This is an optimization exercise on Yosys and OpenROAD, whose aim is small area, a short achievable clock period and few clock cycles, not a production implementation.
RTL that was checked went through simulation tests only; none was proved equivalent to the original.
Power is estimated from default activity; no workload was simulated.

Setup of job 101:
## top
module top (
    input         clk_i,
    input         rst_i,
    input  [7:0]  addr_i,
    input  [31:0] data_i,
    input         wr_vi,
    output [31:0] data_o
);
clock: 6.5 ns
lec_check: 0
cap_margin: 20
core_margin: 2
core_utilization: 55
cts_cluster_diameter: 80
cts_cluster_size: 25
place_density: 0.7
setup_slack_margin: 3.7
slew_margin: 20
synth_hierarchical: 1
synth_minimum_keep_size: 0
run.sh (not shown) runs the stock make flow with config.mk's settings and CLKGATE_MAP_FILE= SYNTH_SCRIPT=/design/flow/synth_recipe.tcl, a recipe that flattens the netlist after the stock synthesis.
## Diff of input files: job 102 against job 101
--- a/flow/design.v
+++ b/flow/design.v
@@ -81,44 +81,44 @@
         r[3*t]   = (bx[2*t+2] & ~bx[2*t+1] & ~bx[2*t]) | (~bx[2*t+2] & bx[2*t+1] & bx[2*t]);
     end
     booth_enc = r;
 endfunction
 wire [3:0] oh_i = (op_x ? 4'b1 << a[3:2] : 4'd0) | ri_oh;
 wire [3:0] oh_k = (op_x ? 4'b1 << a[1:0] : 4'd0) | rk_oh;
 logic [8:0] xval;
 logic [143:0] wflat;
-wire  [35:0]  opd;
+wire  [59:0]  opd;
 always_comb
     for (int n = 0; n < 16; n++) wflat[9*n +: 9] = W[n];
 opsel_m u_opsel (.w(wflat), .oh_i(oh_i), .bd(opd));
 always_comb begin
     xval = '0;
     for (int e = 0; e < 4; e++) begin
         logic [8:0] rx;
         rx = '0;
         for (int r = 0; r < 4; r++)
             rx = rx | (X[4*r+e] & {9{ri_oh[r]}});
         xval = xval | (rx & {9{rk_oh[e]}});
     end
 end
 reg        sa_v;
 reg [9:0]  sa_d;
-reg [8:0]  sa_bd [4];      
+reg [14:0] sa_bd [4];      
 reg [3:0]  sa_k;           
 always_ff @(posedge clk_i or negedge rst_i)
     if (!rst_i) sa_v <= 1'b0;
     else        sa_v <= op_x | rc_op;
 always_ff @(posedge clk_i) begin
     logic [8:0] d;
     d = rc_op ? xval : data_i[8:0];
     sa_d <= {d[8], d};
     sa_k <= oh_k;
     for (int m = 0; m < 4; m++)
-        sa_bd[m] <= opd[9*m +: 9];
+        sa_bd[m] <= opd[15*m +: 15];
 end
 function automatic logic [39:0] mul_cs(input logic [9:0] d, input logic [14:0] bd);
     logic [19:0] rows [5];
     logic [19:0] nk;
     logic [19:0] s1, c1, s2, c2, s3, c3, s4, c4;
     nk = 20'hAAC00;                        
     for (int t = 0; t < 5; t++) begin
         logic [10:0] xm, rw;
@@ -180,17 +180,17 @@
     sb_k <= sa_k;
     sc_k <= sb_k;
 end
 wire [39:0] msc [4];
 wire [19:0] bsum [4];
 wire [20:0] lsw [4];
 wire [11:0] hiw [4];
 for (genvar g = 0; g < 4; g++) begin : g_lane
-    mul_cs_m u_mul (.d(sa_d), .b(sa_bd[g]), .sc(msc[g]));
+    mul_cs_m u_mul (.d(sa_d), .bd(sa_bd[g]), .sc(msc[g]));
     add20_m  u_b2  (.a(sb_s[g]), .b(sb_c[g]), .s(bsum[g]));
     add21_m  u_l   (.a(pr[g]), .b(sc_p[g]), .s(lsw[g]));
     hiadj_m  u_h   (.ch(chsel[g]), .adj(adj[g]), .s(hiw[g]));
 end
 always_ff @(posedge clk_i)
     for (int m = 0; m < 4; m++) begin
         logic [39:0] sc;
         logic [19:0] pv, cv;
@@ -241,27 +241,17 @@
 wire  [31:0]  dnext;
 always_comb
     for (int n = 0; n < 16; n++) cflat[32*n +: 32] = C[n];
 rdmux_m u_rd (.c(cflat), .rd(op_rd), .a(a), .idle(idle_next), .d(dnext));
 always_ff @(posedge clk_i)
     dout <= dnext;
 assign data_o = dout;
 endmodule
-module mul_cs_m (input [9:0] d, input [8:0] b, output [39:0] sc);
-    logic [10:0] bx;
-    logic [14:0] bd;
-    always_comb begin
-        bx = {b[8], b, 1'b0};
-        for (int t = 0; t < 5; t++) begin
-            bd[3*t+2] = bx[2*t+2];
-            bd[3*t+1] = bx[2*t+1] ^ bx[2*t];
-            bd[3*t]   = (bx[2*t+2] & ~bx[2*t+1] & ~bx[2*t]) | (~bx[2*t+2] & bx[2*t+1] & bx[2*t]);
-        end
-    end
+module mul_cs_m (input [9:0] d, input [14:0] bd, output [39:0] sc);
     logic [19:0] rows [5];
     logic [19:0] nk;
     logic [19:0] s1, c1, s2, c2, s3, c3, s4, c4;
     always_comb begin
         nk = 20'hAAC00;                    
         for (int t = 0; t < 5; t++) begin
             logic [10:0] xm, rw;
             xm = bd[3*t+1] ? {d[9], d} : bd[3*t] ? {d, 1'b0} : 11'd0;
@@ -285,23 +275,36 @@
     assign s = a + b;
 endmodule
 module add21_m (input [19:0] a, input [19:0] b, output [20:0] s);
     assign s = {1'b0, a} + {1'b0, b};
 endmodule
 module hiadj_m (input [11:0] ch, input [1:0] adj, output [11:0] s);
     assign s = adj[1] ? ch - 12'd1 : adj[0] ? ch + 12'd1 : ch;
 endmodule
-module opsel_m (input [143:0] w, input [3:0] oh_i, output [35:0] bd);
-    logic [35:0] r;
+module opsel_m (input [143:0] w, input [3:0] oh_i, output [59:0] bd);
+    function automatic logic [14:0] benc(input logic [8:0] b);
+        logic [10:0] bx;
+        logic [14:0] r;
+        bx = {b[8], b, 1'b0};
+        for (int t = 0; t < 5; t++) begin
+            r[3*t+2] = bx[2*t+2];
+            r[3*t+1] = bx[2*t+1] ^ bx[2*t];
+            r[3*t]   = (bx[2*t+2] & ~bx[2*t+1] & ~bx[2*t]) | (~bx[2*t+2] & bx[2*t+1] & bx[2*t]);
+        end
+        benc = r;
+    endfunction
+    logic [59:0] r;
     always_comb
         for (int m = 0; m < 4; m++) begin
-            r[9*m +: 9] = '0;
+            logic [8:0] b;
+            b = '0;
             for (int i = 0; i < 4; i++)
-                r[9*m +: 9] = r[9*m +: 9] | (w[9*(4*i+m) +: 9] & {9{oh_i[i]}});
+                b = b | (w[9*(4*i+m) +: 9] & {9{oh_i[i]}});
+            r[15*m +: 15] = benc(b);
         end
     assign bd = r;
 endmodule
 module rdmux_m (input [511:0] c, input rd, input [3:0] a, input idle, output [31:0] d);
     logic [31:0] v;
     always_comb begin
         v = {31'd0, idle & ~rd};
         for (int n = 0; n < 16; n++)
==> run summary <==
Via count: job 102 better than job 101. Critical path depth (job 102 over job 101): decrease, 5. Compared with job 101, job 102 has extra setup slack. Cmp job 102 and job 101 / xor/xnor cell area share of the yosys netlist / lower: job 101. When job 102 is measured against job 101, its final instance area turns out about 5% lower. Job 102 vs. job 101: area of the mapped netlist now smaller; upper clock frequency limit rose by 4.9%; utilization after layout fell 2.4 points. Proportion of synthesized area in mux cells: job 102 and job 101 compared, higher one is job 101. Between job 101 and job 102, the flow reports number of well taps decreasing slightly. Final-report hold violation count: job 102 vs job 101 identical.
Testbench counts of job 102, summed over its fixed seeds: cycles 13,056.
The RTL of job 101 was laid out without a check of its function.

========
== the reference run ==
Another version of the RTL of top (not shown whole).
Size: about 6,600 cells after synthesis, about 75 I/O pins, about 79,000 sq um of cells after synthesis.
clock: 6.5 ns
lec_check: 0
cap_margin: 20
core_margin: 2
core_utilization: 55
cts_cluster_diameter: 80
cts_cluster_size: 25
place_density: 0.7
setup_slack_margin: 3.7
slew_margin: 20
synth_hierarchical: 1
synth_minimum_keep_size: 0
The reference run: full flow OK, the timing, DRC and antenna checks passed
Testbench counts of the reference run, summed over its fixed seeds: cycles 13,056.
Inputs modified between the reference run and the trial run:
--- a/flow/design.v
+++ b/flow/design.v
@@ -77,24 +77,29 @@
     bx = {b[8], b, 1'b0};
     for (int t = 0; t < 5; t++) begin
         r[3*t+2] = bx[2*t+2];
         r[3*t+1] = bx[2*t+1] ^ bx[2*t];
         r[3*t]   = (bx[2*t+2] & ~bx[2*t+1] & ~bx[2*t]) | (~bx[2*t+2] & bx[2*t+1] & bx[2*t]);
     end
     booth_enc = r;
 endfunction
 wire [3:0] oh_i = (op_x ? 4'b1 << a[3:2] : 4'd0) | ri_oh;
 wire [3:0] oh_k = (op_x ? 4'b1 << a[1:0] : 4'd0) | rk_oh;
 logic [8:0] roww [4];
 logic [8:0] xval;
+logic [143:0] wflat;
+wire  [59:0]  opd;
+always_comb
+    for (int n = 0; n < 16; n++) wflat[9*n +: 9] = W[n];
+opsel_m u_opsel (.w(wflat), .oh_i(oh_i), .oh_k(oh_k), .bd(opd));
 always_comb begin
     xval = '0;
     for (int e = 0; e < 4; e++) begin
         logic [8:0] rx;
         roww[e] = '0;
         rx = '0;
         for (int r = 0; r < 4; r++) begin
             roww[e] = roww[e] | (W[4*r+e] & {9{oh_i[r]}});
             rx = rx | (X[4*r+e] & {9{ri_oh[r]}});
         end
         xval = xval | (rx & {9{rk_oh[e]}});
     end
@@ -102,31 +107,26 @@
 reg        sa_v;
 reg [9:0]  sa_d;
 reg [14:0] sa_bd [4];      
 reg [3:0]  sa_k;           
 always_ff @(posedge clk_i or negedge rst_i)
     if (!rst_i) sa_v <= 1'b0;
     else        sa_v <= op_x | rc_op;
 always_ff @(posedge clk_i) begin
     logic [8:0] d;
     d = rc_op ? xval : data_i[8:0];
     sa_d <= {d[8], d};
     sa_k <= oh_k;
-    for (int m = 0; m < 4; m++) begin
-        logic [8:0] b;
-        b = '0;
-        for (int e = 0; e < 4; e++)
-            b = b | (roww[e] & {9{oh_k[(m - e) & 3]}});
-        sa_bd[m] <= booth_enc(b);
-    end
+    for (int m = 0; m < 4; m++)
+        sa_bd[m] <= opd[15*m +: 15];
 end
 function automatic logic [39:0] mul_cs(input logic [9:0] d, input logic [14:0] bd);
     logic [19:0] rows [5];
     logic [19:0] nk;
     logic [19:0] s1, c1, s2, c2, s3, c3, s4, c4;
     nk = 20'hAAC00;                        
     for (int t = 0; t < 5; t++) begin
         logic [10:0] xm, rw;
         xm = bd[3*t+1] ? {d[9], d} : bd[3*t] ? {d, 1'b0} : 11'd0;
         rw = xm ^ {11{bd[3*t+2]}};
         rw[10] = ~rw[10];
         rows[t] = 20'(rw) << (2*t);
@@ -232,26 +232,31 @@
                 C[lane_addr(m, e)][19:0] <= dlo;
             if (clr | chiv[e] | (op_c && a == lane_addr(m, e)))
                 C[lane_addr(m, e)][31:20] <= dhi;
         end
     end
 always_comb
     for (int m = 0; m < 4; m++) begin
         chsel[m] = '0;
         for (int e = 0; e < 4; e++)
             chsel[m] = chsel[m] | (C[lane_addr(m, e)][31:20] & {12{chiv[e]}});
     end
 reg [31:0] dout;
+logic [511:0] cflat;
+wire  [31:0]  dnext;
+always_comb
+    for (int n = 0; n < 16; n++) cflat[32*n +: 32] = C[n];
+rdmux_m u_rd (.c(cflat), .rd(op_rd), .a(a), .idle(idle_next), .d(dnext));
 always_ff @(posedge clk_i)
-    dout <= op_rd ? C[a] : {31'd0, idle_next};
+    dout <= dnext;
 assign data_o = dout;
 endmodule
 module mul_cs_m (input [9:0] d, input [14:0] bd, output [39:0] sc);
     logic [19:0] rows [5];
     logic [19:0] nk;
     logic [19:0] s1, c1, s2, c2, s3, c3, s4, c4;
     always_comb begin
         nk = 20'hAAC00;                    
         for (int t = 0; t < 5; t++) begin
             logic [10:0] xm, rw;
             xm = bd[3*t+1] ? {d[9], d} : bd[3*t] ? {d, 1'b0} : 11'd0;
             rw = xm ^ {11{bd[3*t+2]}};
@@ -270,12 +275,51 @@
     end
     assign sc = {s4, c4};
 endmodule
 module add20_m (input [19:0] a, input [19:0] b, output [19:0] s);
     assign s = a + b;
 endmodule
 module add21_m (input [19:0] a, input [19:0] b, output [20:0] s);
     assign s = {1'b0, a} + {1'b0, b};
 endmodule
 module hiadj_m (input [11:0] ch, input [1:0] adj, output [11:0] s);
     assign s = adj[1] ? ch - 12'd1 : adj[0] ? ch + 12'd1 : ch;
 endmodule
+module opsel_m (input [143:0] w, input [3:0] oh_i, input [3:0] oh_k, output [59:0] bd);
+    function automatic logic [14:0] benc(input logic [8:0] b);
+        logic [10:0] bx;
+        logic [14:0] r;
+        bx = {b[8], b, 1'b0};
+        for (int t = 0; t < 5; t++) begin
+            r[3*t+2] = bx[2*t+2];
+            r[3*t+1] = bx[2*t+1] ^ bx[2*t];
+            r[3*t]   = (bx[2*t+2] & ~bx[2*t+1] & ~bx[2*t]) | (~bx[2*t+2] & bx[2*t+1] & bx[2*t]);
+        end
+        benc = r;
+    endfunction
+    logic [8:0]  roww [4];
+    logic [59:0] r;
+    always_comb begin
+        for (int e = 0; e < 4; e++) begin
+            roww[e] = '0;
+            for (int i = 0; i < 4; i++)
+                roww[e] = roww[e] | (w[9*(4*i+e) +: 9] & {9{oh_i[i]}});
+        end
+        for (int m = 0; m < 4; m++) begin
+            logic [8:0] b;
+            b = '0;
+            for (int e = 0; e < 4; e++)
+                b = b | (roww[e] & {9{oh_k[(m - e) & 3]}});
+            r[15*m +: 15] = benc(b);
+        end
+    end
+    assign bd = r;
+endmodule
+module rdmux_m (input [511:0] c, input rd, input [3:0] a, input idle, output [31:0] d);
+    logic [31:0] v;
+    always_comb begin
+        v = '0;
+        for (int n = 0; n < 16; n++)
+            v = v | (c[32*n +: 32] & {32{a == n}});
+    end
+    assign d = rd ? v : {31'd0, idle};
+endmodule
[summary]
Cell at the slowest stage of the critical path: o21ai_4 -> the reference run, nor2b_2 -> the trial run. The trial run vs the reference run: number of non-clock buffers up by more than 10%. Re layout overhead on the synthesized area: the trial run and the reference run aren't equal, and the lower value belongs to the trial run. Compared with the reference run, in the trial run share of total power in combinational logic +1.4 points; starting density of the core ~0 delta; worst-case vdd ir drop +about 23%. Area fraction in and, or, nand and nor cells after synthesis: the trial run vs the reference run up 0.50 points. Detail-routed via count per cell: the trial run < the reference run. The reference run has lower net total in the final layout than the trial run. The trial run vs the reference run: hold slack down.
No functional check of the RTL was part of the trial run.

## port drivers added, routing unchanged
No port has a modelled driver above. Below, the same layouts with a new extraction and two added sets of constraints. Step 1 assumes that a clkbuf_16 drives the clock port and a buf_2 every other input. Step 2, shift: input delay + t, output delay - t, t = (earliest + latest rising clock arrival at the registers) / 2. This alone moves slack from input paths to output paths. Slacks: ideal ports / drivers / drivers and shift; pairs: ideal ports / drivers.
run | t, ns | setup slack, ns | worst setup path at the end | latest minus earliest clock arrival (ns) | cell pins on the clock port's net
job 101 | 0.801 | 3.473 / 3.473 / 2.801 | input to register | 0.057 / 0.058 | 1
job 102 | 0.810 | 3.614 / 3.626 / 2.815 | input to register | 0.057 / 0.057 | 1
the reference run | 0.806 | 3.601 / 3.614 / 2.808 | input to register | 0.078 / 0.078 | 1
the trial run | 0.832 | 3.559 / 3.346 / 2.514 | input to register | 0.054 / 0.054 | 1
After both steps setup and hold are still met in every run listed. For the trial run, which loses most, drivers alone change the setup slack by -0.213 ns; drivers and shift together by -1.045 ns.
